This is an optimization exercise on Yosys and OpenROAD, whose aim is small area and a short achievable clock period, not a production implementation.
Function was checked by simulation only, so behaviour that the tests miss may differ from the original.
The flow treats the clock pin as an ideal source, which a real chip does not have.
Power and IR drop assume default switching activity.

==> design.v <==
module neuron_unit (
    input wire clk,
    input wire [31:0] inputs,
    input wire [31:0] weights,
    input wire [7:0] threshold,
    output reg out,
    output reg [5:0] popcount
);
    wire [31:0] x = ~(inputs ^ weights);
    wire n1;
    wire n2;
    wire n3;
    wire n4;
    wire n5;
    wire n6;
    wire n7;
    wire n8;
    wire n9;
    wire n10;
    wire n11;
    wire n12;
    wire n13;
    wire n14;
    wire n15;
    wire n16;
    wire n17;
    wire n18;
    wire n19;
    wire n20;
    wire n21;
    wire n22;
    wire n23;
    wire n24;
    wire n25;
    wire n26;
    wire n27;
    wire n28;
    wire n29;
    wire n30;
    wire n31;
    wire n32;
    wire n33;
    wire n34;
    wire n35;
    wire n36;
    wire n37;
    wire n38;
    wire n39;
    wire n40;
    wire n41;
    wire n42;
    wire n43;
    wire n44;
    wire n45;
    wire n46;
    wire n47;
    wire n48;
    wire n49;
    wire n50;
    wire n51;
    wire n52;
    wire n53;
    wire n54;
    wire n55;
    wire n56;
    wire n57;
    wire n58;
    wire n59;
    wire n60;
    wire n61;
    wire n62;
    wire n63;
    wire n64;
    wire n65;
    reg r_n21;
    reg r_n23;
    reg r_n25;
    reg r_n27;
    reg r_n8;
    reg r_n22;
    reg r_n24;
    reg r_n26;
    reg r_n28;
    reg r_n29;
    reg r_n31;
    reg r_n33;
    reg r_n30;
    reg r_n32;
    reg r_n34;
    reg [5:0] r_thr;
    fa_cell un1 (.a(x[0]), .b(x[10]), .c(x[11]), .s(n1), .co(n2));
    fa_cell un3 (.a(x[12]), .b(x[13]), .c(x[14]), .s(n3), .co(n4));
    fa_cell un5 (.a(x[15]), .b(x[16]), .c(x[17]), .s(n5), .co(n6));
    fa_cell un7 (.a(x[18]), .b(x[19]), .c(x[1]), .s(n7), .co(n8));
    fa_cell un9 (.a(x[20]), .b(x[21]), .c(x[22]), .s(n9), .co(n10));
    fa_cell un11 (.a(x[23]), .b(x[24]), .c(x[25]), .s(n11), .co(n12));
    fa_cell un13 (.a(x[26]), .b(x[27]), .c(x[28]), .s(n13), .co(n14));
    fa_cell un15 (.a(x[29]), .b(x[2]), .c(x[30]), .s(n15), .co(n16));
    fa_cell un17 (.a(x[31]), .b(x[3]), .c(x[4]), .s(n17), .co(n18));
    fa_cell un19 (.a(x[5]), .b(x[6]), .c(x[7]), .s(n19), .co(n20));
    fa_cell un21 (.a(x[8]), .b(x[9]), .c(n1), .s(n21), .co(n22));
    fa_cell un23 (.a(n11), .b(n13), .c(n15), .s(n23), .co(n24));
    fa_cell un25 (.a(n17), .b(n19), .c(n3), .s(n25), .co(n26));
    fa_cell un27 (.a(n5), .b(n7), .c(n9), .s(n27), .co(n28));
    fa_cell un29 (.a(n10), .b(n12), .c(n14), .s(n29), .co(n30));
    fa_cell un31 (.a(n16), .b(n18), .c(n2), .s(n31), .co(n32));
    fa_cell un33 (.a(n20), .b(n4), .c(n6), .s(n33), .co(n34));
    always @(posedge clk) begin
        r_n21 <= n21;
        r_n23 <= n23;
        r_n25 <= n25;
        r_n27 <= n27;
        r_n8 <= n8;
        r_n22 <= n22;
        r_n24 <= n24;
        r_n26 <= n26;
        r_n28 <= n28;
        r_n29 <= n29;
        r_n31 <= n31;
        r_n33 <= n33;
        r_n30 <= n30;
        r_n32 <= n32;
        r_n34 <= n34;
        r_thr <= {threshold[5:3] | {3{|threshold[7:6]}}, threshold[2:0]};
    end
    fa_cell un35 (.a(r_n21), .b(r_n23), .c(r_n25), .s(n35), .co(n36));
    ha_cell un37 (.a(n35), .b(r_n27), .s(n37), .co(n38));
    fa_cell un39 (.a(r_n8), .b(r_n22), .c(r_n24), .s(n39), .co(n40));
    fa_cell un41 (.a(r_n26), .b(r_n28), .c(r_n29), .s(n41), .co(n42));
    fa_cell un43 (.a(r_n31), .b(r_n33), .c(n36), .s(n43), .co(n44));
    fa_cell un45 (.a(n39), .b(n41), .c(n38), .s(n45), .co(n46));
    ha_cell un47 (.a(n43), .b(n45), .s(n47), .co(n48));
    fa_cell un49 (.a(r_n30), .b(r_n32), .c(r_n34), .s(n49), .co(n50));
    fa_cell un51 (.a(n40), .b(n42), .c(n49), .s(n51), .co(n52));
    fa_cell un53 (.a(n44), .b(n51), .c(n46), .s(n53), .co(n54));
    ha_cell un55 (.a(n48), .b(n53), .s(n55), .co(n56));
    fa_cell un57 (.a(n50), .b(n52), .c(n54), .s(n57), .co(n58));
    ha_cell un59 (.a(n57), .b(n56), .s(n59), .co(n60));
    ha_cell un61 (.a(n58), .b(n60), .s(n61), .co(n62));
    assign n63 = n37 | ~r_thr[0];
    maj_cell un64 (.a(n47), .b(~r_thr[1]), .c(n63), .y(n64));
    maj_cell un65 (.a(n55), .b(~r_thr[2]), .c(n64), .y(n65));
    wire G1 = n50 | n52 | n54;
    wire G2 = (n50 & n52) | (n50 & n54) | (n52 & n54);
    wire G3 = n50 & n52 & n54;
    wire [2:0] th = r_thr[5:3];
    wire ok = 1'b1;
    wire A0 = ok & ((th == 3'd0 & G1) | (th == 3'd1 & G2) | (th == 3'd2 & G3));
    wire A1 = ok & ((th == 3'd0) | (th == 3'd1 & G1) | (th == 3'd2 & G2) | (th == 3'd3 & G3));
    wire A2 = ok & ((th <= 3'd1) | (th == 3'd2 & G1) | (th == 3'd3 & G2) | (th == 3'd4 & G3));
    wire fire;
    sel_cell usel (.a0(A0), .a1(A1), .a2(A2), .d(n56), .l(n65), .y(fire));
    wire [5:0] p = {n62, n61, n59, n55, n47, n37};
    always @(posedge clk) begin
        out <= fire;
        popcount <= p;
    end
endmodule
module fa_cell (input wire a, input wire b, input wire c, output wire s, output wire co);
    assign s = a ^ b ^ c;
    assign co = (a & b) | (a & c) | (b & c);
endmodule
module ha_cell (input wire a, input wire b, output wire s, output wire co);
    assign s = a ^ b;
    assign co = a & b;
endmodule
module maj_cell (input wire a, input wire b, input wire c, output wire y);
    assign y = (a & b) | (a & c) | (b & c);
endmodule
module sel_cell (input wire a0, input wire a1, input wire a2, input wire d, input wire l, output wire y);
    assign y = a0 | (a1 & (d | l)) | (a2 & d & l);
endmodule
module bnn_layer #(
    parameter N = 32,
    parameter NEURONS = 16
)(
    input wire clk,
    input wire rst,
    input wire valid_in,
    input wire [N-1:0] input_vector,
    input wire [NEURONS*N-1:0] weights_flat,
    input wire [8*NEURONS-1:0] thresholds_flat,
    output wire [NEURONS-1:0] output_vector,
    output wire valid_out,
    output wire [8*NEURONS-1:0] debug_popcounts
);
    genvar i;
    generate
        for (i = 0; i < NEURONS; i = i + 1) begin : neuron_array
            wire [5:0] pc;
            neuron_unit neuron_inst (
                .clk(clk),
                .inputs(input_vector),
                .weights(weights_flat[32*i +: 32]),
                .threshold(thresholds_flat[8*i +: 8]),
                .out(output_vector[i]),
                .popcount(pc)
            );
            assign debug_popcounts[8*i +: 8] = {2'b00, pc};
        end
    endgenerate
    reg [1:0] vld;
    always @(posedge clk or posedge rst) begin
        if (rst) vld <= 2'd0;
        else vld <= {vld[0], valid_in};
    end
    assign valid_out = vld[1];
endmodule
==> flow/run.sh <==
#!/bin/bash
# Own layout flow: the standard flow (standard synthesis unchanged), with
#  - port buffers made from the smallest buffer cell instead of the resizer's default,
#  - input_vector port buffers (16 loads each) enlarged after repair_design,
#  - timing repair aimed below the clock period (SETUP_SLACK_MARGIN).
# Each tool's output goes to the ORFS logs under orfs/logs; make's output to flow_standard.log.
set -euo pipefail
export BUFFER_PORTS_ARGS="-buffer_cell sky130_fd_sc_hd__buf_1"
export SETUP_SLACK_MARGIN=5.9
export FLOW_INBUF_CELL=sky130_fd_sc_hd__buf_12
export POST_RESIZE_TCL="$PWD/flow/post_resize.tcl"
bash standard.sh finish > flow_standard.log 2>&1 || { tail -50 flow_standard.log; exit 1; }
tail -5 flow_standard.log
==> flow/post_resize.tcl <==
# Drive each input_vector bit (16 loads spread over the layout) with a larger
# port buffer than repair_design picks; the port itself is an ideal driver.
set n 0
foreach port [get_ports input_vector*] {
  set net [get_nets -of_objects $port]
  foreach pin [get_pins -of_objects $net -filter "direction==input"] {
    set inst [get_cells -of_objects $pin]
    set master [get_property $inst ref_name]
    if { [string match "sky130_fd_sc_hd__*buf*" $master] } {
      replace_cell $inst $::env(FLOW_INBUF_CELL)
      incr n
    }
  }
}
puts "post_resize: resized $n input_vector port buffers to $::env(FLOW_INBUF_CELL)"
==> standard.sh <==
#!/bin/bash
# synth_recipe.tcl (not shown) runs the flow's synth.tcl, then flattens the netlist and writes it again
# the make line also repeats each setting of config.mk as NAME=value (left out here)
make -C /OpenROAD-flow-scripts/flow DESIGN_CONFIG=/design/flow/config.mk WORK_HOME=/design/flow/orfs CLKGATE_MAP_FILE= SYNTH_SCRIPT=/design/flow/synth_recipe.tcl "${@:-finish}"
==> config.mk <==
export PLATFORM = sky130hd
export DESIGN_NAME = bnn_layer
export DESIGN_NICKNAME = bnn_layer
export VERILOG_FILES = /design/flow/design.v
export SDC_FILE = /design/flow/constraint.sdc
export NUM_CORES = 4
export LEC_CHECK = 0
export CAP_MARGIN = 20
export CORE_AREA = 2 2 253 253
export CTS_CLUSTER_DIAMETER = 80
export CTS_CLUSTER_SIZE = 24
export DIE_AREA = 0 0 255 255
export SLEW_MARGIN = 20
export SYNTH_HIERARCHICAL = 1
export SYNTH_MINIMUM_KEEP_SIZE = 0
==> constraint.sdc <==
create_clock -name core_clock -period 9.0 [get_ports {clk}]
set_input_delay 1.8000 -clock core_clock [delete_from_list [all_inputs] [get_ports {clk}]]
set_output_delay 1.8000 -clock core_clock [all_outputs]
set_load 0.01 [all_outputs]
==> results by group, run 1 <==
Outcome
  • Status: did not finish
  • Fail Step: placement repair
  • Stop err: [ERROR STA-0100] unsupported object type Port.

Synth
  • Mux contribution to synthesized area: 0
  • Synth Area in Compound Gates: 0.06539
  • Post-Synth Adder-Cell Area: 0.3723
  • Ys Warns: 8
  • Post-synthesis register bit count: 450
  • Post-Synth Simple-Gate Area: 0.02693
  • Top cell type's share of synthesized area: 0.3446
  • Top post-synthesis cells by area: dfxtp_1 34%, fa_1 32%, xnor2_1 17%
  • Syn Std Cell Area: 26020 µm²
  • Synthesized instance count: 1924
  • Most used flip-flop cell after synthesis: dfxtp_1
  • Async set-reset flop share out of synthesis: 0.004444
  • Largest family of logic cells by synthesized area: adder cells
  • Post-synth EDFFs: 0
  • Seq/Total Area, Yosys: 0.3466
  • Cell variety after synth: 26
  • Avg Inst Size Synth: 13.53 µm²
  • Largest area contributor in the netlist: dfxtp_1
  • Post-synthesis xor/xnor area fraction: 0.1723

Floorplan
  • Starting Density: 0.4148
  • IO Pins: 820
  • Horiz. Die Dim: 255 µm
  • Row cnt: 92
  • Die height: 255 µm

Placement
  • GP Congestion: 0.9870
  • Number of I/O port buffers: 787
worst max path at each step:
stage / startpoint / endpoint / slack (ns) / cells past startpoint
after floorplan: weights_flat[24] / neuron_array[0].neuron_inst.r_n23 / 5.96 / 3
after global placement: input_vector[31] / neuron_array[6].neuron_inst.r_n25 / 4.93 / 4
cell families after synthesis:
family / after synthesis
flip-flops: 450
buffers and inverters: 81
other: 1
XOR/XNOR: 512
AND/OR/NAND/NOR: 128
AO/OA/AOI/OAI: 224
adder cells (fa/ha/maj): 528
metrics by stage:
step | power [mW] | setup WS, ns | instances
after floorplan | 8.174 | 5.960 | 1955
after global placement | 10.52 | 4.927 | 3561
modules after synthesis, one instance, submodules excluded:
module	area, µm²	flops+latches
sel_cell	17.52	0
ha_cell	12.51	0
maj_cell	11.26	0
fa_cell	20.02	0
bnn_layer	297.8	2
neuron_unit	984.7	28
power by group through the flow:
stage          Sequential (mW)  Combinational [mW]  Clock, mW
2_1_floorplan             3.30                4.88          0
3_3_place_gp              3.29                7.23          0
cell usage after synthesis (all sizes together) (16+ instances only):
cell type / number
a211o: 16
a21boi: 16
a21o: 32
a21oi: 32
a221o: 16
a31oi: 16
and2: 16
buf: 32
dfxtp: 448
fa: 416
ha: 80
inv: 49
maj3: 32
nand2: 32
nand2b: 16
nor3: 16
o2111ai: 16
o21a: 16
o21ai: 16
o21bai: 32
o41ai: 16
or3: 48
xnor2: 512
==> run 2: changes to the inputs <==
--- a/flow/run.sh
+++ b/flow/run.sh
@@ -7,7 +7,7 @@
 set -euo pipefail
 export BUFFER_PORTS_ARGS="-buffer_cell sky130_fd_sc_hd__buf_1"
 export SETUP_SLACK_MARGIN=5.9
-export FLOW_INBUF_CELL=sky130_fd_sc_hd__buf_12
+export FLOW_INBUF_CELL=sky130_fd_sc_hd__buf_8
 export POST_RESIZE_TCL="$PWD/flow/post_resize.tcl"
 bash standard.sh finish > flow_standard.log 2>&1 || { tail -50 flow_standard.log; exit 1; }
 tail -5 flow_standard.log
==> run 2 against run 1 <==
The flow again stops in placement repair. Synthesized cell count is the same. Synthesized area is the same.
==> results by group, run 2 <==
Synth
  • Async set-reset flop share out of synthesis: 0.004444 (unchanged)
  • Cell variety after synth: 26 (unchanged)
  • Post-synthesis register bit count: 450 (unchanged)
  • Synth Area in Compound Gates: 0.06539 (unchanged)
  • Mux contribution to synthesized area: 0 (unchanged)
  • Count leader, synth: xnor2_1
  • Synthesized instance count: 1924 (unchanged)
  • Post-synth EDFFs: 0 (unchanged)
  • Ys Warns: 8 (unchanged)
  • Top cell type's share of synthesized area: 0.3446 (unchanged)
  • Avg Inst Size Synth: 13.53 µm² (unchanged)
  • Post-synthesis xor/xnor area fraction: 0.1723 (unchanged)
  • Most used flip-flop cell after synthesis: dfxtp_1
  • Top post-synthesis cells by area: dfxtp_1 34%, fa_1 32%, xnor2_1 17%
  • Post-Synth Simple-Gate Area: 0.02693 (unchanged)
  • Post-Synth Adder-Cell Area: 0.3723 (unchanged)
  • Largest area contributor in the netlist: dfxtp_1
  • Post-synth top cells: 512 x xnor2_1, 448 x dfxtp_1, 416 x fa_1
  • Largest family of logic cells by synthesized area: adder cells
  • Syn Std Cell Area: 26020 µm² (unchanged)
  • Seq/Total Area, Yosys: 0.3466 (unchanged)

Floorplan
  • Horiz. Die Dim: 255 µm (unchanged)
  • Starting Density: 0.4148 (unchanged)
  • IO Pins: 820 (unchanged)
  • Die height: 255 µm (unchanged)
  • Row cnt: 92 (unchanged)

Placement
  • GP Congestion: 0.9870 (unchanged)
  • Number of I/O port buffers: 787 (unchanged)

Outcome
  • Fail Step: placement repair
  • Stop err: [ERROR STA-0100] unsupported object type Port.
  • Status: did not finish
[run 2: how the worst max path moves through the flow]
stage | slack [ns] | depth (start not counted) | start | end
after floorplan | 5.96 | 3 | weights_flat[24] | neuron_array[0].neuron_inst.r_n23
after global placement | 4.93 | 4 | input_vector[31] | neuron_array[6].neuron_inst.r_n25
[run 2: per-stage QoR]
step              worst slack, ns  hold WS [ns]  cell area (µm²)  instances  power, mW
floorplan                   5.960        0.3312            26140       1955      8.174
global placement            4.927        0.3426            29990       3561      10.52
[run 2: cell families after synthesis]
kind of cell               after synthesis
xor gates and xnor gates               512
and+or+nand+nor                        128
other                                    1
adders and majority gates              528
buffers and inverters                   81
DFF                                    450
AOI/OAI and AO/OA                      224
[run 2: power groups by stage]
stage / Clock [mW] / Combinational (mW) / Sequential [mW]
global placement: 0 / 7.23 / 3.29
floorplan: 0 / 4.88 / 3.30
[run 2: Yosys stat by module, one instance, submodules excluded]
module       copies in the design  cells inside  flops+latches  cell area [µm²]
neuron_unit                    16            83             28            984.7
bnn_layer                       1            36              2            297.8
fa_cell                       416             1              0            20.02
sel_cell                       16             2              0            17.52
ha_cell                        80             1              0            12.51
maj_cell                       32             1              0            11.26
==> run 3: changes to the inputs <==
==> flow/post_resize.tcl (replaced) <==
# Drive each input_vector bit (16 loads spread over the layout) with a larger
# port buffer than repair_design picks; the port itself is an ideal driver.
set n 0
set block [ord::get_db_block]
foreach port [get_ports input_vector*] {
  set net [[$block findBTerm [get_full_name $port]] getNet]
  foreach it [$net getITerms] {
    if { ![$it isInputSignal] } { continue }
    set inst [$it getInst]
    if { [string match "sky130_fd_sc_hd__*buf*" [[$inst getMaster] getName]] } {
      replace_cell [get_cells [$inst getName]] $::env(FLOW_INBUF_CELL)
      incr n
    }
  }
}
puts "post_resize: resized $n input_vector port buffers to $::env(FLOW_INBUF_CELL)"
==> run 3 against run 2 <==
Now clean on timing, DRC and antenna. Synthesized cell count unchanged. Synthesized area unchanged.
==> results by group, run 3 <==
Outcome
  • Status: timing/DRC/antenna clean

Synth
  • Post-synth EDFFs: 0 (unchanged)
  • Largest family of logic cells by synthesized area: adder cells
  • Post-Synth Simple-Gate Area: 0.02693 (unchanged)
  • Post-synth top cells: 512 x xnor2_1, 448 x dfxtp_1, 416 x fa_1
  • Cell variety after synth: 26 (unchanged)
  • Synth Area in Compound Gates: 0.06539 (unchanged)
  • Post-Synth Adder-Cell Area: 0.3723 (unchanged)
  • Avg Inst Size Synth: 13.53 µm² (unchanged)
  • Post-synthesis register bit count: 450 (unchanged)
  • Seq/Total Area, Yosys: 0.3466 (unchanged)
  • Largest area contributor in the netlist: dfxtp_1
  • Async set-reset flop share out of synthesis: 0.004444 (unchanged)
  • Top post-synthesis cells by area: dfxtp_1 34%, fa_1 32%, xnor2_1 17%
  • Mux contribution to synthesized area: 0 (unchanged)
  • Post-synthesis xor/xnor area fraction: 0.1723 (unchanged)
  • Count leader, synth: xnor2_1
  • Ys Warns: 8 (unchanged)
  • Syn Std Cell Area: 26020 µm² (unchanged)
  • Top cell type's share of synthesized area: 0.3446 (unchanged)
  • Most used flip-flop cell after synthesis: dfxtp_1
  • Synthesized instance count: 1924 (unchanged)

Final layout
  • Core Util, Final: 0.5026
  • Most common cell after layout, fill and taps aside: buf_1
  • Largest registers: neuron_array.neuron_inst.popcount (96), neuron_array.neuron_inst.r_thr (96)
  • Share of layout cells above drive strength 1: 0.05413
  • Fin nets: 3918
  • Most frequent cells in the layout: 755 x buf_1, 512 x xnor2_1, 447 x dfxtp_1
  • Area grow syn2layout: 21.16%

Timing
  • Min Tclk post-route: 3.093 ns
  • Clock Skew: 0.01305 ns
  • Fin. Hold Viols: 0
  • RSZ-0062 raised after global routing: true
  • Headroom to the max-slew limit: 0.6047
  • Worst-margin pin slew: 0.5929 ns
  • Max Slew Vio Count: 0
  • Max frequency: 323.3 MHz
  • Final setup TNS: 0 ns
  • Final setup violation count: 0
  • Period utilization: 0.3437

Clocking
  • H-tree depth: 1
  • CTS Buf Count: 30
  • Skew-Pair Late Insertion Delay: 0.62 ns
  • Clk slew on worst S/H paths: 0.08 ns
  • CTS Root Cell: clkbuf_16
  • Hold buffer count at CTS: 0
  • TritonCTS clock tree: done
  • Number of clock sinks: 450
  • Clk buf depth: 3

Floorplan
  • Die height: 255 µm (unchanged)
  • Core Region: 62740 µm²
  • Starting Density: 0.4148 (unchanged)
  • IO Pins: 820 (unchanged)
  • Full die area: 65030 µm²
  • Row cnt: 92 (unchanged)
  • Horiz. Die Dim: 255 µm (unchanged)

Global routing
  • Vias in the first global route: 20430
  • Largest net degree at the start of global routing: 25
  • Grt total ovfl: 0
  • Initial antenna violation count: 33
  • First-pass GRT wire length: 134900 µm
  • GRT Overall Usage: 0.2932

Routing
  • DR iter-0 viols: 1296
  • DR vias: 18560
  • Post-Route WL: 97180 µm
  • Drt drc: 0
  • DRT Pass-1 Iters: 7
  • Post-DRT Antenna Nets: 0
  • Via density: 5.085
  • WL/cell: 26.63 µm

Critical path
  • CP required: 9.49 ns
  • CP max FO: 16
  • R2R setup slack: 5.97 ns
  • Reg2reg start: neuron_array[15].neuron_inst.r_n21
  • Worst path arrival time: 3.58 ns
  • CP max stage delay: 0.62 ns
  • Crit path cell chain: buf_8 > buf_4 > xnor2_1 > fa_1 > fa_1
  • Slowest CP cell: fa_1
  • WS Path Type: input pin to register
  • Crit-path most repeated cell: fa_1
  • CP Launch Type: input pin
  • Critical Path End Type: register
  • Crit path from: input_vector[22]

Pwr
  • Peak VDD IR: 0.3478 mV
  • Lkg Pwr: 11.53 nW
  • Total design power: 12.42 mW
  • Power Dens Cells: 393.9 nW/µm²

Placement
  • HPWL Detailed: 76230 µm
  • Number of I/O port buffers: 787 (unchanged)
  • GP Congestion: 0.9870 (unchanged)

Worst hold path
  • Hold Crit Start: vld[0]
  • Hold WC Path Type: register to register

Run
  • Max cap viols: 0
-- run 3: cell counts after synthesis --
Identical to the previous run, type by type.
-- run 3: what timing repair did --
action | in CTS | in global routing
endpoints found under the setup margin | 4 | 17
resized for setup | 2 | 15
pin swaps | 0 | 1
buffers inserted | 0 | 0
-- run 3: critical path: cells and delay by family --
family	cells	cell delay [ns]
XOR/XNOR	1	0.17
buffers and inverters	2	0.51
adder cells (fa/ha/maj)	2	1.07
-- run 3: kinds of logic after synthesis --
kind of cell / count (synthesis)
adder cells (fa/ha/maj): 528
XOR/XNOR: 512
flip-flops: 450
AO/OA/AOI/OAI: 224
AND/OR/NAND/NOR: 128
buffers and inverters: 81
other: 1
-- run 3: final cells by class --
class / count / area, µm²
antenna: 33 / 82.58
clock buffer: 38 / 832.0
clock inverter: 18 / 262.8
fill: 5701 / 31210
inverter: 49 / 183.9
multi-input combinational: 1424 / 16730
sequential: 450 / 9020
tap: 846 / 1059
timing repair buffer: 792 / 3363
-- run 3: path summary, 6_finish.rpt --
path / cells after the start / to
worst max-delay path: 5 / neuron_array[1].neuron_inst.r_n27
worst min-delay path: 0 / vld[1]
worst max register to register: 7 / neuron_array[15].neuron_inst.out
worst min register to register: 0 / vld[1]
max in group asynchronous: 2 / vld[1]
min in group asynchronous: 2 / vld[0]
-- run 3: per-stage QoR --
step	cells	instance area, µm²	hold slack [ns]	setup WS (ns)
after floorplan	1955	26140	0.3312	5.960
after global placement	3561	29990	0.3426	4.927
after detailed placement	3561	30310	0.3515	5.213
after CTS	3617	31410	0.3801	5.934
after global routing	3642	31510	0.3901	5.894
final	3650	31530	0.3741	5.907
-- run 3: power breakdown --
part / switching, mW / internal, mW / leakage [nW] / total [mW]
Clock: 0.800 / 0.774 / 0.533 / 1.57
Sequential: 0.363 / 2.88 / 3.78 / 3.24
Combinational: 4.14 / 3.46 / 7.21 / 7.61
Total: 5.31 / 7.11 / 11.5 / 12.4
-- run 3: routing by layer --
layer / up-vias / routed length, µm / GRT usage / share of wire
li1: 7935 / - / - / -
met1: 9426 / 36460 / 0.3470 / 0.38
met2: 927 / 48150 / 0.5018 / 0.50
met3: 263 / 7288 / 0.06692 / 0.075
met4: 8 / 5235 / 0.1460 / 0.054
met5: - / 53 / 0 / 0.00055
-- run 3: modules after synthesis (local to each module, per instance) --
| module | area (µm²) | times used | cells inside |
|---|---|---|---|
| sel_cell | 17.52 | 16 | 2 |
| fa_cell | 20.02 | 416 | 1 |
| neuron_unit | 984.7 | 16 | 83 |
| maj_cell | 11.26 | 32 | 1 |
| bnn_layer | 297.8 | 1 | 36 |
| ha_cell | 12.51 | 80 | 1 |
==> run 4: changes to the inputs <==
--- a/flow/run.sh
+++ b/flow/run.sh
@@ -7,7 +7,7 @@
 set -euo pipefail
 export BUFFER_PORTS_ARGS="-buffer_cell sky130_fd_sc_hd__buf_1"
 export SETUP_SLACK_MARGIN=5.9
-export FLOW_INBUF_CELL=sky130_fd_sc_hd__buf_8
+export FLOW_INBUF_CELL=sky130_fd_sc_hd__buf_12
 export POST_RESIZE_TCL="$PWD/flow/post_resize.tcl"
 bash standard.sh finish > flow_standard.log 2>&1 || { tail -50 flow_standard.log; exit 1; }
 tail -5 flow_standard.log
==> run 4 against run 3 <==
Sequential power about the same. Clock power grew 3%. Critical path depth unchanged. Critical path type unchanged. Critical endpoint unchanged. Largest power group unchanged.
==> results by group, run 4 <==
Floorplan
  • Full die area: 65030 µm² (unchanged)
  • Horiz. Die Dim: 255 µm (unchanged)
  • IO Pins: 820 (unchanged)
  • Row cnt: 92 (unchanged)
  • Die height: 255 µm (unchanged)
  • Core Region: 62740 µm² (unchanged)
  • Starting Density: 0.4148 (unchanged)

Final layout
  • Fill count: 5617 (-1.5%)
  • Layout Cells excl Fill: 3641 (-0.25%)
  • Register area: 9020 µm² (unchanged)
  • Largest registers: neuron_array.neuron_inst.popcount (96), neuron_array.neuron_inst.r_thr (96)
  • Multi-input logic area: 16730 µm² (unchanged)
  • Core Util, Final: 0.5054 (+0.002832)
  • Most common cell after layout, fill and taps aside: buf_1
  • Share of layout cells above drive strength 1: 0.05592 (+0.001784)
  • Area grow syn2layout: 21.84%
  • Fin area: 31710 µm² (+0.56%)
  • Fin nets: 3919 (+0.026%)
  • Most frequent cells in the layout: 755 x buf_1, 512 x xnor2_1, 447 x dfxtp_1

Clocking
  • CTS Buf Count: 31 (+3.3%)
  • H-tree depth: 1 (unchanged)
  • Setup bufs post-CTS: 0 (unchanged)
  • Skew-Pair Late Insertion Delay: 0.60 ns (-0.02 ns)
  • TritonCTS clock tree: done
  • CTS Root Cell: clkbuf_16
  • Hold buffer count at CTS: 0 (unchanged)
  • Clk slew on worst S/H paths: 0.09 ns (about the same)
  • Number of clock sinks: 450 (unchanged)
  • Clk buf depth: 3 (unchanged)

Global routing
  • First-pass GRT wire length: 134800 µm (about the same)
  • Met3 usage: 0.06478 (-0.002136)
  • Grt total ovfl: 0 (unchanged)
  • Largest net degree at the start of global routing: 25 (unchanged)
  • Initial antenna violation count: 28 (-15%)
  • GRT Overall Usage: 0.2929 (-0.0002997)
  • M1 GR Usage: 0.3496 (+0.002640)
  • Vias in the first global route: 20380 (-0.24%)
  • Met2 GRT Util: 0.5050 (+0.003183)
  • Busiest grt layer: met2

Timing
  • RSZ-0062 raised after global routing: false
  • Max frequency: 325.2 MHz (+0.60%)
  • Period utilization: 0.3417 (-0.002046)
  • Final setup violation count: 0 (unchanged)
  • Worst-margin pin slew: 0.5784 ns (-0.01452 ns)
  • Fin. Hold Viols: 0 (unchanged)
  • Final setup TNS: 0 ns (unchanged)
  • Min Hold Slack: 0.3730 ns (-0.001074 ns)
  • Max Slew Vio Count: 0 (unchanged)
  • Headroom to the max-slew limit: 0.6144 (+0.009679)
  • Min Tclk post-route: 3.075 ns (-0.01841 ns)
  • Clock Skew: 0.01580 ns (+0.002751 ns)

Critical path
  • Reg2reg start: neuron_array[0].neuron_inst.r_n21
  • CP Launch Type: input pin
  • Crit-path most repeated cell: fa_1
  • Slowest CP cell: fa_1
  • CP required: 9.49 ns (about the same)
  • Critical Path End Type: register
  • Worst path buffer plus inverter count: 2 (unchanged)
  • Crit path from: input_vector[21]
  • Worst path arrival time: 3.56 ns (-0.02 ns)
  • Critical path's top delay family: adder cells
  • CP max FO: 16 (unchanged)
  • WS Path Type: input pin to register
  • CP max stage delay: 0.64 ns (+0.02 ns)
  • Crit path cell chain: buf_12 > buf_4 > xnor2_1 > fa_1 > fa_1

Synth
  • Post-Synth Adder-Cell Area: 0.3723 (unchanged)
  • Ys Warns: 8 (unchanged)
  • Post-synthesis xor/xnor area fraction: 0.1723 (unchanged)
  • Post-synth EDFFs: 0 (unchanged)
  • Most used flip-flop cell after synthesis: dfxtp_1
  • Top cell type's share of synthesized area: 0.3446 (unchanged)
  • Post-synthesis register bit count: 450 (unchanged)
  • Avg Inst Size Synth: 13.53 µm² (unchanged)
  • Top post-synthesis cells by area: dfxtp_1 34%, fa_1 32%, xnor2_1 17%
  • Synth Area in Compound Gates: 0.06539 (unchanged)
  • Mux contribution to synthesized area: 0 (unchanged)
  • Syn Std Cell Area: 26020 µm² (unchanged)
  • Cell variety after synth: 26 (unchanged)
  • Post-synth top cells: 512 x xnor2_1, 448 x dfxtp_1, 416 x fa_1
  • Largest area contributor in the netlist: dfxtp_1
  • Largest family of logic cells by synthesized area: adder cells
  • Seq/Total Area, Yosys: 0.3466 (unchanged)
  • Count leader, synth: xnor2_1
  • Async set-reset flop share out of synthesis: 0.004444 (unchanged)
  • Synthesized instance count: 1924 (unchanged)
  • Post-Synth Simple-Gate Area: 0.02693 (unchanged)

Placement
  • Post-Place Cells: 3561 (unchanged)
  • GP Congestion: 0.9870 (unchanged)
  • DP Area: 30470 µm² (+0.53%)
  • Number of I/O port buffers: 787 (unchanged)
  • HPWL Detailed: 76350 µm (+0.15%)

Worst hold path
  • Hold Crit Start: vld[0]
  • Hold WC Path Type: register to register

Pwr
  • Peak VDD IR: 0.3018 mV (-13%)
  • Lkg Pwr: 11.61 nW (+0.69%)
  • Power Dens Cells: 393.7 nW/µm² (about the same)
  • Sw Pwr: 5.357 mW (+0.94%)
  • Cell-internal power: 7.127 mW (+0.21%)
  • Logic pwr share: 0.611 (about the same)
  • Clock share of power: 0.130 (+0.003)
  • Switching Fraction: 0.4291 (+0.001756)
  • Sequential share of power: 0.259 (-0.002)

Run
  • Max cap viols: 0 (unchanged)

Outcome
  • Status: timing/DRC/antenna clean

Routing
  • WL/cell: 26.68 µm (+0.21%)
  • Drt drc: 0 (unchanged)
  • DR iter-0 viols: 1243 (-4.1%)
  • Post-DRT Antenna Nets: 0 (unchanged)
  • DRT Pass-1 Iters: 5 (-2)
  • DR vias: 18660 (+0.54%)
  • Via density: 5.125 (+0.79%)
  • Post-Route WL: 97150 µm (about the same)
-- run 4: cell counts after synthesis --
Identical to the previous run, type by type.
-- run 4: what timing repair did --
item	4_1_cts	5_1_grt
hold endpoints to repair	0	0
cloned	0	0
gates resized for setup	1	16
endpoints found under the setup margin	1	17
-- run 4: metal layers --
| metal | share of wire | vias up |
|---|---|---|
| met5 | 0.00081 | - |
| met4 | 0.050 | 12 |
| met3 | 0.079 | 231 |
| met2 | 0.50 | 936 |
| met1 | 0.37 | 9534 |
| li1 | - | 7946 |
-- run 4: worst paths after layout --
| path | slack [ns] | cells after the start | end |
|---|---|---|---|
| setup / recovery | 5.93 | 5 | neuron_array[1].neuron_inst.r_n27 |
| hold / removal | 0.37 | 0 | vld[1] |
| setup reg to reg | 5.97 | 7 | neuron_array[0].neuron_inst.out |
| hold reg to reg | 0.37 | 0 | vld[1] |
| max in group asynchronous | 7.88 | 2 | vld[0] |
| min in group asynchronous | 1.01 | 2 | vld[1] |
-- run 4: final cells by class --
class                      count  area share
multi-input combinational   1424      0.5275
timing repair buffer         792      0.1111
antenna                       23    0.001815
clock buffer                  32     0.02490
clock inverter                25     0.01097
inverter                      49    0.005801
tap                          846     0.03338
sequential                   450      0.2845
-- run 4: metrics by stage --
step	total power, mW	setup slack (ns)
after global routing	13.58	5.903
after floorplan	8.174	5.960
after global placement	10.52	4.927
after detailed placement	10.75	5.207
final	12.48	5.925
after CTS	12.46	5.922
-- run 4: cell families (layout without fill, tap and decap cells) --
group                      Yosys count  count (layout)
buffers and inverters               81             898
DFF                                450             450
xor gates and xnor gates           512             512
other                                1              55
adders and majority gates          528             528
AOI/OAI and AO/OA                  224             224
and+or+nand+nor                    128             128
-- run 4: power groups by stage --
stage                     registers [mW]  logic (mW)  clock network, mW
final                               3.24        7.63               1.62
after global routing                3.30        8.55               1.73
after CTS                           3.24        7.56               1.66
after detailed placement            3.28        7.47                  0
after global placement              3.29        7.23                  0
after floorplan                     3.30        4.88                  0
-- run 4: modules after synthesis, one instance, submodules excluded --
module       flops+latches  times used
neuron_unit             28          16
maj_cell                 0          32
fa_cell                  0         416
sel_cell                 0          16
ha_cell                  0          80
bnn_layer                2           1
==> run 5: changes to the inputs <==
--- a/flow/run.sh
+++ b/flow/run.sh
@@ -7,7 +7,7 @@
 set -euo pipefail
 export BUFFER_PORTS_ARGS="-buffer_cell sky130_fd_sc_hd__buf_1"
 export SETUP_SLACK_MARGIN=5.9
-export FLOW_INBUF_CELL=sky130_fd_sc_hd__buf_12
+export FLOW_INBUF_CELL=sky130_fd_sc_hd__buf_8
 export POST_RESIZE_TCL="$PWD/flow/post_resize.tcl"
 bash standard.sh finish > flow_standard.log 2>&1 || { tail -50 flow_standard.log; exit 1; }
 tail -5 flow_standard.log
==> flow/post_resize.tcl (replaced) <==
# Drive each input_vector bit (16 loads spread over the layout) with larger
# buffers than repair_design picks: every buffer between the port and the
# loads is resized. The port itself is an ideal driver.
set n 0
set block [ord::get_db_block]
foreach port [get_ports input_vector*] {
  set nets [list [[$block findBTerm [get_full_name $port]] getNet]]
  while { [llength $nets] } {
    set net [lindex $nets 0]
    set nets [lrange $nets 1 end]
    foreach it [$net getITerms] {
      if { ![$it isInputSignal] } { continue }
      set inst [$it getInst]
      if { [string match "sky130_fd_sc_hd__*buf_*" [[$inst getMaster] getName]] } {
        replace_cell [get_cells [$inst getName]] $::env(FLOW_INBUF_CELL)
        incr n
        foreach ot [$inst getITerms] {
          if { [$ot isOutputSignal] && [$ot getNet] ne "NULL" } { lappend nets [$ot getNet] }
        }
      }
    }
  }
}
puts "post_resize: resized $n input_vector buffers to $::env(FLOW_INBUF_CELL)"
==> run 5 against run 4 <==
Still clean on timing, DRC and antenna. Core utilization down 0.26 points. Worst setup slack better by 0.028 ns. Routed wire length down 0.28%. Synthesized cell count unchanged. Sequential power about the same. Synthesized area unchanged. Maximum frequency up 0.92%. Clock skew down 0.0015 ns. Register-to-register slack about the same. Design area down 0.51%. Critical path depth down 4. Highest routed layer unchanged.
==> results by group, run 5 <==
Final layout
  • Most frequent cells in the layout: 755 x buf_1, 512 x xnor2_1, 447 x dfxtp_1
  • Core Util, Final: 0.5029 (-0.002553)
  • Largest registers: neuron_array.neuron_inst.popcount (96), neuron_array.neuron_inst.r_thr (96)
  • Area grow syn2layout: 21.23%
  • Fin area: 31550 µm² (-0.51%)
  • Fill count: 5699 (+1.5%)
  • Share of layout cells above drive strength 1: 0.05377 (-0.002145)
  • Most common cell after layout, fill and taps aside: buf_1
  • Fin nets: 3918 (-0.026%)
  • Layout Cells excl Fill: 3644 (+0.082%)

Routing
  • Post-Route WL: 96870 µm (-0.28%)
  • Post-DRT Antenna Nets: 0 (unchanged)
  • DR iter-0 viols: 1261 (+1.4%)
  • WL/cell: 26.58 µm (-0.36%)
  • Drt drc: 0 (unchanged)
  • DRT Pass-1 Iters: 5 (unchanged)
  • DR vias: 18630 (-0.16%)
  • Via density: 5.113 (-0.24%)

Timing
  • Final setup TNS: 0 ns (unchanged)
  • Max frequency: 328.2 MHz (+0.92%)
  • Clock Skew: 0.01428 ns (-0.001516 ns)
  • Fin. Hold Viols: 0 (unchanged)
  • Period utilization: 0.3386 (-0.003104)
  • Max Slew Vio Count: 0 (unchanged)
  • Min Tclk post-route: 3.047 ns (-0.02794 ns)
  • Fin worst setup slack: 5.953 ns (+0.02794 ns)
  • Final setup violation count: 0 (unchanged)
  • RSZ-0062 raised after global routing: false

Pwr
  • Lkg Pwr: 11.54 nW (-0.57%)
  • Power Dens Cells: 394.5 nW/µm² (+0.20%)
  • Peak VDD IR: 0.3256 mV (+7.9%)

Floorplan
  • Full die area: 65030 µm² (unchanged)
  • Die height: 255 µm (unchanged)
  • Horiz. Die Dim: 255 µm (unchanged)
  • IO Pins: 820 (unchanged)
  • Row cnt: 92 (unchanged)
  • Starting Density: 0.4148 (unchanged)
  • Core Region: 62740 µm² (unchanged)

Clocking
  • CTS Root Cell: clkbuf_16
  • Skew-Pair Late Insertion Delay: 0.61 ns (about the same)
  • Number of clock sinks: 450 (unchanged)
  • Hold buffer count at CTS: 0 (unchanged)
  • CTS Buf Count: 30 (-3.2%)
  • TritonCTS clock tree: done
  • Clk buf depth: 3 (unchanged)
  • Clk slew on worst S/H paths: 0.09 ns (about the same)
  • H-tree depth: 1 (unchanged)

Placement
  • GP Congestion: 0.9870 (unchanged)
  • Post-Place Cells: 3561 (unchanged)
  • HPWL Detailed: 76240 µm (-0.14%)
  • Pre-CTS setup slack: 5.426 ns (+0.2188 ns)
  • DP Area: 30350 µm² (-0.40%)
  • Number of I/O port buffers: 787 (unchanged)

Worst hold path
  • Hold WC Path Type: register to register
  • Hold depth: 0 (unchanged)

Synth
  • Syn Std Cell Area: 26020 µm² (unchanged)
  • Count leader, synth: xnor2_1
  • Ys Warns: 8 (unchanged)
  • Top post-synthesis cells by area: dfxtp_1 34%, fa_1 32%, xnor2_1 17%
  • Cell variety after synth: 26 (unchanged)
  • Largest area contributor in the netlist: dfxtp_1
  • Post-synthesis register bit count: 450 (unchanged)
  • Seq/Total Area, Yosys: 0.3466 (unchanged)
  • Top cell type's share of synthesized area: 0.3446 (unchanged)
  • Synthesized instance count: 1924 (unchanged)
  • Post-synth top cells: 512 x xnor2_1, 448 x dfxtp_1, 416 x fa_1
  • Avg Inst Size Synth: 13.53 µm² (unchanged)
  • Async set-reset flop share out of synthesis: 0.004444 (unchanged)
  • Most used flip-flop cell after synthesis: dfxtp_1
  • Post-synth EDFFs: 0 (unchanged)

Critical path
  • Slowest CP cell: buf_1
  • CP max FO: 1 (-15)
  • Worst path depth: 1 (-4)
  • Critical path's top delay family: buffers and inverters
  • Worst path arrival time: 1.25 ns (-2.31 ns)
  • CP Launch Type: register
  • Critical Path End Type: output pin
  • CP required: 7.20 ns (-2.29 ns)
  • Worst reg-to-reg path cell count: 9 (+2)
  • Crit path cell chain: buf_1
  • CP max stage delay: 0.32 ns (-0.32 ns)
  • WS Path Type: register to output pin
  • Worst path buffer plus inverter count: 1 (-1)

Global routing
  • GRT Overall Usage: 0.2919 (-0.001043)
  • Initial antenna violation count: 36 (+29%)
  • Largest net degree at the start of global routing: 25 (unchanged)
  • First-pass GRT wire length: 134200 µm (-0.44%)
  • Grt total ovfl: 0 (unchanged)
  • Vias in the first global route: 20370 (-0.059%)

Run
  • Max cap viols: 0 (unchanged)

Outcome
  • Status: timing/DRC/antenna clean
-- run 5: path summary, 6_finish.rpt --
kind | to | slack, ns | startpoint
max | output_vector[13] | 5.95 | neuron_array[13].neuron_inst.out
min reg2reg | vld[1] | 0.38 | vld[0]
max reg2reg | neuron_array[5].neuron_inst.out | 5.96 | neuron_array[5].neuron_inst.r_n21
min | vld[1] | 0.38 | vld[0]
max in group asynchronous | vld[1] | 7.89 | rst
min in group asynchronous | vld[0] | 1.00 | rst
-- run 5: stage by stage --
step	power (mW)	hold slack [ns]
finish	12.45	0.3808
global route	13.53	0.3961
CTS	12.44	0.3847
detailed placement	10.74	0.3510
global placement	10.52	0.3426
floorplan	8.174	0.3312
-- run 5: routing by layer --
metal | track usage | part of all wire | routed length [µm] | vias up
met5 | 0 | 0.0013 | 124 | -
met4 | 0.1377 | 0.051 | 4941 | 16
met3 | 0.07505 | 0.085 | 8252 | 254
met2 | 0.4998 | 0.50 | 48140 | 958
met1 | 0.3427 | 0.37 | 35410 | 9463
li1 | - | - | - | 7939
-- run 5: area by class of cell --
class                           count  area (µm²)  share of cell area
Antenna cell                       27       67.56            0.002142
Clock buffer                       32       779.5             0.02471
Clock inverter                     24       331.6             0.01051
Inverter                           49       183.9            0.005830
Multi-Input combinational cell   1424       16720              0.5299
Sequential cell                   450        9020              0.2859
Tap cell                          846        1059             0.03355
Timing Repair Buffer              792        3390              0.1074
-- run 5: kinds of logic (layout without fill, tap and decap cells) --
| family | count (synthesis) | after routing | share of synthesized area |
|---|---|---|---|
| AOI/OAI and AO/OA | 224 | 224 | 0.06539 |
| and+or+nand+nor | 128 | 128 | 0.02693 |
| buffers and inverters | 81 | 897 | 0.01630 |
| DFF | 450 | 450 | 0.3466 |
| xor gates and xnor gates | 512 | 512 | 0.1723 |
| adders and majority gates | 528 | 528 | 0.3723 |
| other | 1 | 59 | 0.0001441 |
-- run 5: modules after synthesis, one instance, submodules excluded --
module / flip-flops and latches / times used
bnn_layer: 2 / 1
fa_cell: 0 / 416
maj_cell: 0 / 32
sel_cell: 0 / 16
neuron_unit: 28 / 16
ha_cell: 0 / 80
-- run 5: what timing repair did --
| item | CTS | global route |
|---|---|---|
| hold endpoints to repair | 0 | 0 |
| buffers inserted | 0 | 0 |
| endpoints found under the setup margin | 0 | 9 |
| resized for setup | 0 | 10 |
-- run 5: where the power goes --
part / internal, mW / switching, mW / total [mW]
Sequential: 2.88 / 0.359 / 3.23
Clock: 0.781 / 0.813 / 1.59
Combinational: 3.45 / 4.17 / 7.62
Total: 7.11 / 5.34 / 12.4
==> run 6: changes to the inputs <==
--- a/flow/run.sh
+++ b/flow/run.sh
@@ -6,7 +6,7 @@
 # Each tool's output goes to the ORFS logs under orfs/logs; make's output to flow_standard.log.
 set -euo pipefail
 export BUFFER_PORTS_ARGS="-buffer_cell sky130_fd_sc_hd__buf_1"
-export SETUP_SLACK_MARGIN=5.9
+export SETUP_SLACK_MARGIN=6.0
 export FLOW_INBUF_CELL=sky130_fd_sc_hd__buf_8
 export POST_RESIZE_TCL="$PWD/flow/post_resize.tcl"
 bash standard.sh finish > flow_standard.log 2>&1 || { tail -50 flow_standard.log; exit 1; }
==> run 6 against run 5 <==
Still clean on timing, DRC and antenna. Core utilization up 4.3 points. Critical path depth rose by 3. Clock-buffer cell count is 1 higher. Clock power decreased by 4%. Worst hold slack lost 0.0086 ns. Largest power group unchanged.
==> results by group, run 6 <==
Outcome
  • Status: timing/DRC/antenna clean

Routing
  • Drt drc: 0 (unchanged)
  • DR vias: 18410 (-1.2%)
  • Post-DRT Antenna Nets: 0 (unchanged)
  • Via density: 5.035 (-1.5%)
  • DRT Pass-1 Iters: 5 (unchanged)
  • WL/cell: 26.61 µm (about the same)
  • Post-Route WL: 97290 µm (+0.42%)
  • DR iter-0 viols: 1195 (-5.2%)

Floorplan
  • Row cnt: 92 (unchanged)
  • Starting Density: 0.4148 (unchanged)
  • Core Region: 62740 µm² (unchanged)
  • Die height: 255 µm (unchanged)
  • Full die area: 65030 µm² (unchanged)
  • Horiz. Die Dim: 255 µm (unchanged)
  • IO Pins: 820 (unchanged)

Pwr
  • Peak VDD IR: 0.2683 mV (-18%)
  • Total design power: 12.56 mW (+0.92%)
  • Lkg Pwr: 12.84 nW (+11%)
  • Power Dens Cells: 366.6 nW/µm² (-7.1%)

Synth
  • Most used flip-flop cell after synthesis: dfxtp_1
  • Cell variety after synth: 26 (unchanged)
  • Post-synth top cells: 512 x xnor2_1, 448 x dfxtp_1, 416 x fa_1
  • Syn Std Cell Area: 26020 µm² (unchanged)
  • Top cell type's share of synthesized area: 0.3446 (unchanged)
  • Top post-synthesis cells by area: dfxtp_1 34%, fa_1 32%, xnor2_1 17%
  • Async set-reset flop share out of synthesis: 0.004444 (unchanged)
  • Synthesized instance count: 1924 (unchanged)
  • Seq/Total Area, Yosys: 0.3466 (unchanged)
  • Post-synthesis register bit count: 450 (unchanged)
  • Count leader, synth: xnor2_1
  • Avg Inst Size Synth: 13.53 µm² (unchanged)
  • Ys Warns: 8 (unchanged)
  • Post-synth EDFFs: 0 (unchanged)
  • Largest area contributor in the netlist: dfxtp_1

Final layout
  • Area grow syn2layout: 31.65%
  • Core Util, Final: 0.5461 (+0.04322)
  • Most frequent cells in the layout: 740 x buf_1, 439 x dfxtp_1, 395 x fa_1
  • Fin nets: 3929 (+0.28%)
  • Fill count: 5368 (-5.8%)
  • Layout Cells excl Fill: 3656 (+0.33%)
  • Share of layout cells above drive strength 1: 0.1420 (+0.08826)
  • Most common cell after layout, fill and taps aside: buf_1
  • Largest registers: neuron_array.neuron_inst.popcount (96), neuron_array.neuron_inst.r_thr (96)

Clocking
  • CTS Buf Count: 31 (+3.3%)
  • Skew-Pair Late Insertion Delay: 0.62 ns (about the same)
  • Clk buf depth: 3 (unchanged)
  • Clk slew on worst S/H paths: 0.09 ns (about the same)
  • Setup bufs post-CTS: 0 (unchanged)
  • TritonCTS clock tree: done
  • Number of clock sinks: 450 (unchanged)
  • CTS Root Cell: clkbuf_16
  • H-tree depth: 1 (unchanged)

Timing
  • Clock Skew: 0.01350 ns (-0.0007820 ns)
  • Worst-margin pin slew: 0.6405 ns
  • Final setup violation count: 0 (unchanged)
  • Period utilization: 0.3317 (-0.006820)
  • RSZ-0062 raised after global routing: true
  • Min Tclk post-route: 2.986 ns (-0.06138 ns)
  • Max Slew Vio Count: 0 (unchanged)
  • Headroom to the max-slew limit: 0.5730
  • Min Hold Slack: 0.3722 ns (-0.008634 ns)
  • Max frequency: 334.9 MHz (+2.1%)
  • Fin. Hold Viols: 0 (unchanged)
  • Final setup TNS: 0 ns (unchanged)

Critical path
  • Worst path arrival time: 3.48 ns (+2.23 ns)
  • WS Path Type: input pin to register
  • CP max FO: 16 (+15)
  • CP Launch Type: input pin
  • CP required: 9.50 ns (+2.30 ns)
  • Critical Path End Type: register

Global routing
  • GRT Overall Usage: 0.2967 (+0.004811)
  • Initial antenna violation count: 32 (-11%)
  • Largest net degree at the start of global routing: 25 (unchanged)
  • First-pass GRT wire length: 134400 µm (about the same)
  • Vias in the first global route: 20020 (-1.7%)
  • Grt total ovfl: 0 (unchanged)

Run
  • Max cap viols: 0 (unchanged)

Placement
  • HPWL Detailed: 75900 µm (-0.44%)
  • GP Congestion: 0.9139 (-7.4%)
  • Post-Place Cells: 3571 (+0.28%)
  • Number of I/O port buffers: 787 (unchanged)

Worst hold path
  • Hold WC Path Type: register to register
==> run 6: cell types whose count changed in the layout (fill, tap and decap cells not counted), sizes merged <==
| cell | delta |
|---|---|
| inv | +5 |
| diode | +2 |
| clkinvlp | -1 |
| buf | +7 |
| clkinv | -1 |
| bufinv | -4 |
| clkbuf | +4 |
==> run 6: timing repair <==
| item | CTS | global route |
|---|---|---|
| pin swaps | 0 | 3 |
| hold buffers | 0 | 0 |
| gates resized for setup | 25 | 39 |
| gates cloned | 0 | 0 |
| endpoints found under the setup margin | 24 | 33 |
==> run 6: cell type report <==
| cell class | instances | area, µm² | share of cell area |
|---|---|---|---|
| flip-flops and latches | 450 | 9030 | 0.2636 |
| repair buffers | 802 | 3581 | 0.1045 |
| multi-input cells | 1424 | 19290 | 0.5631 |
| clock inverters | 23 | 247.7 | 0.007232 |
| clock buffers | 33 | 793.3 | 0.02316 |
| inverters | 49 | 183.9 | 0.005369 |
| diodes | 29 | 72.57 | 0.002118 |
| well taps | 846 | 1059 | 0.03090 |
==> run 6: layer usage <==
layer | track usage | wire [µm] | vias up
li1 | - | - | 8006
met1 | 0.3673 | 37500 | 9271
met2 | 0.5086 | 48030 | 905
met3 | 0.05756 | 7109 | 209
met4 | 0.1230 | 4514 | 18
met5 | 0 | 126 | -
==> run 6: Yosys stat by module (local to each module, per instance) <==
module | cells inside | copies in the design | flops+latches | area [µm²]
sel_cell | 2 | 16 | 0 | 17.52
neuron_unit | 83 | 16 | 28 | 984.7
maj_cell | 1 | 32 | 0 | 11.26
bnn_layer | 36 | 1 | 2 | 297.8
ha_cell | 1 | 80 | 0 | 12.51
fa_cell | 1 | 416 | 0 | 20.02
==> run 6: report_power, final <==
group          switching, mW  leakage [nW]  internal, mW
Sequential             0.368          3.79          2.88
Clock                  0.836         0.509         0.687
Combinational           4.14          8.55          3.65
Total                   5.34          12.8          7.22
==> run 6: cell families (layout without fill, tap and decap cells) <==
group	after synthesis	in the layout	share of synthesized area
xor+xnor	512	512	0.1723
flops	450	450	0.3466
simple gates	128	128	0.02693
compound gates	224	224	0.06539
fa+ha+maj	528	528	0.3723
other cells	1	61	0.0001441
buf+inv	81	907	0.01630
==> run 6: critical path, stage by stage <==
cell     delay [ns]
buf_8          0.46
xnor2_4        0.10
fa_1           0.63
fa_1           0.45
==> run 6: path summary, 6_finish.rpt <==
kind                                              startpoint                           endpoint  slack [ns]  depth (start not counted)
max                                         input_vector[14]  neuron_array[0].neuron_inst.r_n25        6.01                          4
min                                                   vld[0]                             vld[1]        0.37                          0
max reg2reg                neuron_array[9].neuron_inst.r_n21    neuron_array[9].neuron_inst.out        6.05                          7
min reg2reg                                           vld[0]                             vld[1]        0.37                          0
max in group asynchronous                                rst                             vld[1]        7.89                          2
min in group asynchronous                                rst                             vld[0]        1.00                          2
==> run 6: metrics by stage <==
step	setup slack (ns)	instance area (µm²)
global route	5.988	34230
detailed placement	5.266	32970
CTS	5.967	34070
floorplan	5.970	28620
global placement	4.973	32560
finish	6.014	34260
==> run 7: changes to the inputs <==
--- a/flow/run.sh
+++ b/flow/run.sh
@@ -6,7 +6,7 @@
 # Each tool's output goes to the ORFS logs under orfs/logs; make's output to flow_standard.log.
 set -euo pipefail
 export BUFFER_PORTS_ARGS="-buffer_cell sky130_fd_sc_hd__buf_1"
-export SETUP_SLACK_MARGIN=6.0
+export SETUP_SLACK_MARGIN=5.9
 export FLOW_INBUF_CELL=sky130_fd_sc_hd__buf_8
 export POST_RESIZE_TCL="$PWD/flow/post_resize.tcl"
 bash standard.sh finish > flow_standard.log 2>&1 || { tail -50 flow_standard.log; exit 1; }
--- a/config.mk
+++ b/config.mk
@@ -6,10 +6,10 @@
 export NUM_CORES = 4
 export LEC_CHECK = 0
 export CAP_MARGIN = 20
-export CORE_AREA = 2 2 253 253
+export CORE_AREA = 2 2 238 238
 export CTS_CLUSTER_DIAMETER = 80
 export CTS_CLUSTER_SIZE = 24
-export DIE_AREA = 0 0 255 255
+export DIE_AREA = 0 0 240 240
 export SLEW_MARGIN = 20
 export SYNTH_HIERARCHICAL = 1
 export SYNTH_MINIMUM_KEEP_SIZE = 0
==> run 7 against run 6 <==
Still clean. Via count fell by 0.29%. Power down 0.47%. Sequential power about the same. Die area decreased by 11%. Largest cell class unchanged.
==> results by group, run 7 <==
Routing
  • Detail Route met2 WL: 46920 µm (-2.3%)
  • DRT Pass-1 Iters: 5 (unchanged)
  • DR vias: 18360 (-0.29%)
  • Met3 WL: 7331 µm (+3.1%)
  • WL/cell: 26.84 µm (+0.88%)
  • Drt drc: 0 (unchanged)
  • Top routing layer in use: met5
  • Post-Route WL: 94710 µm (-2.6%)
  • DR iter-0 viols: 946 (-21%)
  • Wire length on met1: 36300 µm (-3.2%)
  • Post-DRT Antenna Nets: 0 (unchanged)
  • Via density: 5.203 (+3.3%)

Final layout
  • Largest registers: neuron_array.neuron_inst.popcount (96), neuron_array.neuron_inst.r_thr (96)
  • Area grow syn2layout: 20.33%
  • Most frequent cells in the layout: 755 x buf_1, 512 x xnor2_1, 448 x dfxtp_1
  • Fin nets: 3914 (-0.38%)
  • Most common cell after layout, fill and taps aside: buf_1
  • Share of layout cells above drive strength 1: 0.05060 (-0.09144)

Floorplan
  • Die height: 240 µm (-5.9%)
  • Row cnt: 86 (-6.5%)
  • Horiz. Die Dim: 240 µm (-5.9%)
  • Core Region: 55090 µm² (-12%)
  • Starting Density: 0.4723 (+0.05754)
  • IO Pins: 820 (unchanged)
  • Full die area: 57600 µm² (-11%)

Synth
  • Syn Std Cell Area: 26020 µm² (unchanged)
  • Async set-reset flop share out of synthesis: 0.004444 (unchanged)
  • Top cell type's share of synthesized area: 0.3446 (unchanged)
  • Post-synthesis register bit count: 450 (unchanged)
  • Count leader, synth: xnor2_1
  • Top post-synthesis cells by area: dfxtp_1 34%, fa_1 32%, xnor2_1 17%
  • Ys Warns: 8 (unchanged)
  • Post-synth top cells: 512 x xnor2_1, 448 x dfxtp_1, 416 x fa_1
  • Synthesized instance count: 1924 (unchanged)
  • Post-synth EDFFs: 0 (unchanged)
  • Avg Inst Size Synth: 13.53 µm² (unchanged)
  • Cell variety after synth: 26 (unchanged)
  • Largest area contributor in the netlist: dfxtp_1
  • Seq/Total Area, Yosys: 0.3466 (unchanged)
  • Most used flip-flop cell after synthesis: dfxtp_1

Critical path
  • Worst path arrival time: 3.56 ns (+0.08 ns)
  • R2R setup slack: 5.94 ns (-0.11 ns)
  • Critical Path End Type: register
  • Reg-to-reg endpoint: neuron_array[4].neuron_inst.popcount[4]
  • CP max FO: 6 (-10)
  • Crit path from: neuron_array[4].neuron_inst.r_n21
  • CP required: 9.50 ns (about the same)
  • Reg2reg start: neuron_array[4].neuron_inst.r_n21
  • End of the critical path: neuron_array[4].neuron_inst.popcount[4]
  • CP Launch Type: register
  • WS Path Type: register to register
  • Worst reg-to-reg path cell count: 7 (unchanged)

Pwr
  • Lkg Pwr: 11.52 nW (-10%)
  • Power Dens Cells: 399.2 nW/µm² (+8.9%)
  • Peak VDD IR: 0.2764 mV (+3.0%)

Global routing
  • Vias in the first global route: 20060 (+0.20%)
  • First-pass GRT wire length: 131800 µm (-1.9%)
  • GRT Overall Usage: 0.3265 (+0.02978)
  • Largest net degree at the start of global routing: 25 (unchanged)
  • Initial antenna violation count: 21 (-34%)
  • Grt total ovfl: 0 (unchanged)

Clocking
  • CTS Root Cell: clkbuf_16
  • H-tree depth: 1 (unchanged)
  • Skew-Pair Late Insertion Delay: 0.63 ns (about the same)
  • Setup bufs post-CTS: 0 (unchanged)
  • Number of clock sinks: 450 (unchanged)
  • Clk slew on worst S/H paths: 0.10 ns (about the same)
  • CTS Buf Count: 31 (unchanged)
  • Clk buf depth: 3 (unchanged)
  • TritonCTS clock tree: done

Outcome
  • Status: timing/DRC/antenna clean

Placement
  • GP Congestion: 0.9690 (+6.0%)
  • Pre-CTS setup slack: 5.494 ns (+0.2272 ns)
  • HPWL Detailed: 74610 µm (-1.7%)
  • Number of I/O port buffers: 787 (unchanged)

Timing
  • RSZ-0062 raised after global routing: true
  • Clock Skew: 0.01715 ns (+0.003654 ns)
  • Fin worst setup slack: 5.943 ns (-0.07185 ns)
  • Fin. Hold Viols: 0 (unchanged)
  • Max frequency: 327.1 MHz (-2.4%)
  • Period utilization: 0.3397 (+0.007983)
  • Max Slew Vio Count: 0 (unchanged)
  • Final setup violation count: 0 (unchanged)
  • Final setup TNS: 0 ns (unchanged)
  • Min Tclk post-route: 3.058 ns (+0.07185 ns)

Worst hold path
  • Hold WC Path Type: register to register
  • Hold depth: 0 (unchanged)

Run
  • Max cap viols: 0 (unchanged)
==> run 7: cell counts after synthesis <==
Identical to the previous run, type by type.
==> run 7: worst min-delay path by stage <==
stage / startpoint / to / slack [ns]
finish: vld[0] / vld[1] / 0.35
detailed placement: vld[0] / vld[1] / 0.34
floorplan: vld[0] / vld[1] / 0.33
global placement: vld[0] / vld[1] / 0.34
CTS: vld[0] / vld[1] / 0.35
global route: vld[0] / vld[1] / 0.35
==> run 7: worst max-delay path: stages, from the launching register on <==
cell     delay, ns
dfxtp_1       0.34
fa_1          0.49
ha_1          0.22
fa_1          0.38
fa_1          0.50
fa_1          0.48
ha_1          0.21
ha_1          0.32
==> run 7: layout make-up <==
cell class | instances | area, µm²
tap | 748 | 935.9
antenna | 13 | 32.53
clock buffer | 34 | 797.0
timing repair buffer | 787 | 3314
sequential | 450 | 9019
multi-input combinational | 1424 | 16710
clock inverter | 23 | 322.8
inverter | 49 | 183.9
fill | 4734 | 23780
==> run 7: power by group <==
| group | internal, mW | switching, mW |
|---|---|---|
| registers | 2.87 | 0.364 |
| clock network | 0.770 | 0.829 |
| logic | 3.46 | 4.21 |
| total | 7.10 | 5.40 |
==> run 7: metal layers <==
metal / GRT usage / vias up
met5: 0 / -
met4: 0.1240 / 14
met3: 0.07176 / 198
met2: 0.5595 / 812
met1: 0.4032 / 9432
li1: - / 7900
==> run 7: timing repair <==
| action | CTS | global route |
|---|---|---|
| setup endpoints to repair | 0 | 8 |
| hold buffers | 0 | 0 |
| endpoints found under the hold margin | 0 | 0 |
| resized for setup | 0 | 5 |
==> run 7: Yosys stat by module (local to each module, per instance) <==
| module | cells inside | times used |
|---|---|---|
| bnn_layer | 36 | 1 |
| fa_cell | 1 | 416 |
| ha_cell | 1 | 80 |
| maj_cell | 1 | 32 |
| neuron_unit | 83 | 16 |
| sel_cell | 2 | 16 |
==> run 7: cell families (layout without fill, tap and decap cells) <==
kind of cell    count (synthesis)  after routing  synth area share
flops                         450            450            0.3466
buf+inv                        81            893           0.01630
other cells                     1             45         0.0001441
compound gates                224            224           0.06539
xor+xnor                      512            512            0.1723
simple gates                  128            128           0.02693
fa+ha+maj                     528            528            0.3723
==> run 7: through the flow <==
stage	hold WS (ns)	cell area, µm²	cells	utilization	power (mW)
5_1_grt	0.3479	31310	3525	0.5682	13.55
4_1_cts	0.3528	31270	3515	0.5676	12.48
3_5_place_dp	0.3394	30150	3458	0.5472	10.77
6_report	0.3526	31310	3528	0.5684	12.50
2_1_floorplan	0.3312	26140	1955	-	8.174
3_3_place_gp	0.3426	29830	3458	0.5414	10.61
==> run 8: changes to the inputs <==
--- a/config.mk
+++ b/config.mk
@@ -6,10 +6,10 @@
 export NUM_CORES = 4
 export LEC_CHECK = 0
 export CAP_MARGIN = 20
-export CORE_AREA = 2 2 238 238
+export CORE_AREA = 2 2 243 243
 export CTS_CLUSTER_DIAMETER = 80
 export CTS_CLUSTER_SIZE = 24
-export DIE_AREA = 0 0 240 240
+export DIE_AREA = 0 0 245 245
 export SLEW_MARGIN = 20
 export SYNTH_HIERARCHICAL = 1
 export SYNTH_MINIMUM_KEEP_SIZE = 0
==> run 8 against run 7 <==
Still clean on timing, DRC and antenna. Sequential power is essentially flat. Clock skew is 0.0030 ns higher. Core utilization decreased by 2.4 points. Maximum frequency is 0.42% lower. Largest cell class unchanged. Largest power group unchanged.
==> results by group, run 8 <==
Pwr
  • Power Dens Cells: 390.5 nW/µm² (-2.2%)
  • Peak VDD IR: 0.2972 mV (+7.5%)

Placement
  • Number of I/O port buffers: 787 (unchanged)
  • HPWL Detailed: 75210 µm (+0.81%)
  • GP Congestion: 0.9620 (-0.72%)

Synth
  • Avg Inst Size Synth: 13.53 µm² (unchanged)
  • Largest family of logic cells by synthesized area: adder cells
  • Cell variety after synth: 26 (unchanged)
  • Syn Std Cell Area: 26020 µm² (unchanged)
  • Post-synth EDFFs: 0 (unchanged)
  • Post-synthesis register bit count: 450 (unchanged)
  • Post-synthesis xor/xnor area fraction: 0.1723 (unchanged)
  • Post-Synth Adder-Cell Area: 0.3723 (unchanged)
  • Seq/Total Area, Yosys: 0.3466 (unchanged)
  • Ys Warns: 8 (unchanged)
  • Top cell type's share of synthesized area: 0.3446 (unchanged)
  • Mux contribution to synthesized area: 0 (unchanged)
  • Top post-synthesis cells by area: dfxtp_1 34%, fa_1 32%, xnor2_1 17%
  • Most used flip-flop cell after synthesis: dfxtp_1

Routing
  • WL/cell: 26.70 µm (-0.54%)
  • DR iter-0 viols: 1062 (+12%)
  • Drt drc: 0 (unchanged)
  • Post-DRT Antenna Nets: 0 (unchanged)

Floorplan
  • Full die area: 60030 µm² (+4.2%)
  • Die height: 245 µm (+2.1%)
  • Starting Density: 0.4519 (-0.02044)
  • Horiz. Die Dim: 245 µm (+2.1%)
  • Core Region: 57590 µm² (+4.5%)
  • IO Pins: 820 (unchanged)
  • Row cnt: 88 (+2.3%)

Global routing
  • Vias in the first global route: 20220 (+0.78%)
  • Met3 usage: 0.06221 (-0.009544)
  • Largest net degree at the start of global routing: 25 (unchanged)
  • Busiest grt layer: met2
  • GRT Overall Usage: 0.3130 (-0.01348)
  • Initial antenna violation count: 29 (+38%)

Timing
  • Final setup TNS: 0 ns (unchanged)
  • Clock Skew: 0.02013 ns (+0.002979 ns)
  • Max Slew Vio Count: 0 (unchanged)
  • Period utilization: 0.3411 (+0.001420)
  • Fin. Hold Viols: 0 (unchanged)
  • Fin worst setup slack: 5.930 ns (-0.01278 ns)
  • Final setup violation count: 0 (unchanged)
  • Max frequency: 325.7 MHz (-0.42%)

Final layout
  • Largest registers: neuron_array.neuron_inst.popcount (96), neuron_array.neuron_inst.r_thr (96)
  • Fill count: 5033 (+6.3%)
  • Core Util, Final: 0.5444 (-0.02401)
  • Area grow syn2layout: 20.46%
  • Share of layout cells above drive strength 1: 0.05244 (+0.001845)
  • Most common cell after layout, fill and taps aside: buf_1
  • Most frequent cells in the layout: 753 x buf_1, 512 x xnor2_1, 447 x dfxtp_1

Clocking
  • Hold buffer count at CTS: 0 (unchanged)
  • Clk slew on worst S/H paths: 0.09 ns (about the same)
  • Skew-Pair Late Insertion Delay: 0.62 ns (about the same)
  • CTS Buf Count: 30 (-3.2%)
  • Number of clock sinks: 450 (unchanged)
  • CTS Root Cell: clkbuf_16
  • Setup bufs post-CTS: 0 (unchanged)

Critical path
  • CP Launch Type: register
  • WS Path Type: register to output pin
  • End of the critical path: debug_popcounts[11]
  • Critical path's top delay family: flip-flops
  • CP required: 7.20 ns (-2.30 ns)
  • Slowest CP cell: dfxtp_1
  • Worst reg-to-reg path cell count: 7 (unchanged)
  • Crit path cell chain: buf_1
  • Critical Path End Type: output pin
  • Reg2reg start: neuron_array[9].neuron_inst.r_n23

Worst hold path
  • Hold WC Path Type: register to register

Outcome
  • Status: timing/DRC/antenna clean

Run
  • Max cap viols: 0 (unchanged)
-- run 8: metrics by stage --
stage | instances | area [µm²] | hold WS (ns)
floorplan | 1955 | 26140 | 0.3312
global placement | 3475 | 29850 | 0.3453
detailed placement | 3475 | 30170 | 0.3403
CTS | 3530 | 31280 | 0.3605
global route | 3546 | 31340 | 0.3855
finish | 3551 | 31350 | 0.3589
-- run 8: worst min path at each step --
| stage | end | depth (start not counted) | slack [ns] | from |
|---|---|---|---|---|
| 2_1_floorplan | vld[1] | 0 | 0.33 | vld[0] |
| 3_3_place_gp | vld[1] | 0 | 0.35 | vld[0] |
| 3_5_place_dp | vld[1] | 0 | 0.34 | vld[0] |
| 4_1_cts | vld[1] | 0 | 0.36 | vld[0] |
| 5_1_grt | vld[1] | 0 | 0.39 | vld[0] |
| 6_report | vld[1] | 0 | 0.36 | vld[0] |
-- run 8: cells by family (layout without fill, tap and decap cells) --
logic type                 Yosys count  after routing
other                                1             53
adders and majority gates          528            528
AOI/OAI and AO/OA                  224            224
buffers and inverters               81            891
and+or+nand+nor                    128            128
DFF                                450            450
xor gates and xnor gates           512            512
-- run 8: final cells by class --
class                   instances  area, µm²  area share
multi-input cells            1424      16720      0.5332
flip-flops and latches        450       9020      0.2877
repair buffers                787       3317      0.1058
well taps                     765      957.2     0.03053
clock buffers                  32      768.2     0.02451
clock inverters                23      332.8     0.01062
inverters                      49      183.9    0.005867
diodes                         21      52.55    0.001676
-- run 8: what timing repair did --
item / CTS / global route
gates resized for setup: 3 / 8
hold endpoints to repair: 0 / 0
setup endpoints to repair: 3 / 9
-- run 8: Yosys stat by module (local to each module, per instance) --
| module | cell area [µm²] | cells inside | times used | flip-flops and latches |
|---|---|---|---|---|
| fa_cell | 20.02 | 1 | 416 | 0 |
| ha_cell | 12.51 | 1 | 80 | 0 |
| maj_cell | 11.26 | 1 | 32 | 0 |
| bnn_layer | 297.8 | 36 | 1 | 2 |
| neuron_unit | 984.7 | 83 | 16 | 28 |
| sel_cell | 17.52 | 2 | 16 | 0 |
-- run 8: worst reg2reg max path, stage by stage, from the launching register on --
cell	delay, ns
dfxtp_1	0.42
fa_1	0.45
ha_1	0.23
fa_1	0.37
fa_1	0.47
fa_1	0.46
ha_1	0.22
ha_1	0.27
-- run 8: report_power, final --
| part | switching [mW] | internal [mW] | leakage, nW |
|---|---|---|---|
| clock | 0.823 | 0.753 | 0.527 |
| sequential | 0.382 | 2.88 | 3.78 |
| combinational | 4.00 | 3.41 | 7.19 |
| total | 5.20 | 7.04 | 11.5 |
-- run 8: metal layers --
metal | vias to the layer above | share of wire
met3 | 220 | 0.071
met1 | 9452 | 0.38
met2 | 861 | 0.49
met5 | - | 0.0015
li1 | 7920 | -
met4 | 20 | 0.051

Check on run 8: ideal ports give 5.930 ns setup slack; a clkbuf_16 on the clock port and buf_2 on the inputs give 5.868 ns; moving port delays by the midpoint clock arrival (0.665 ns) as well gives 5.500 ns.
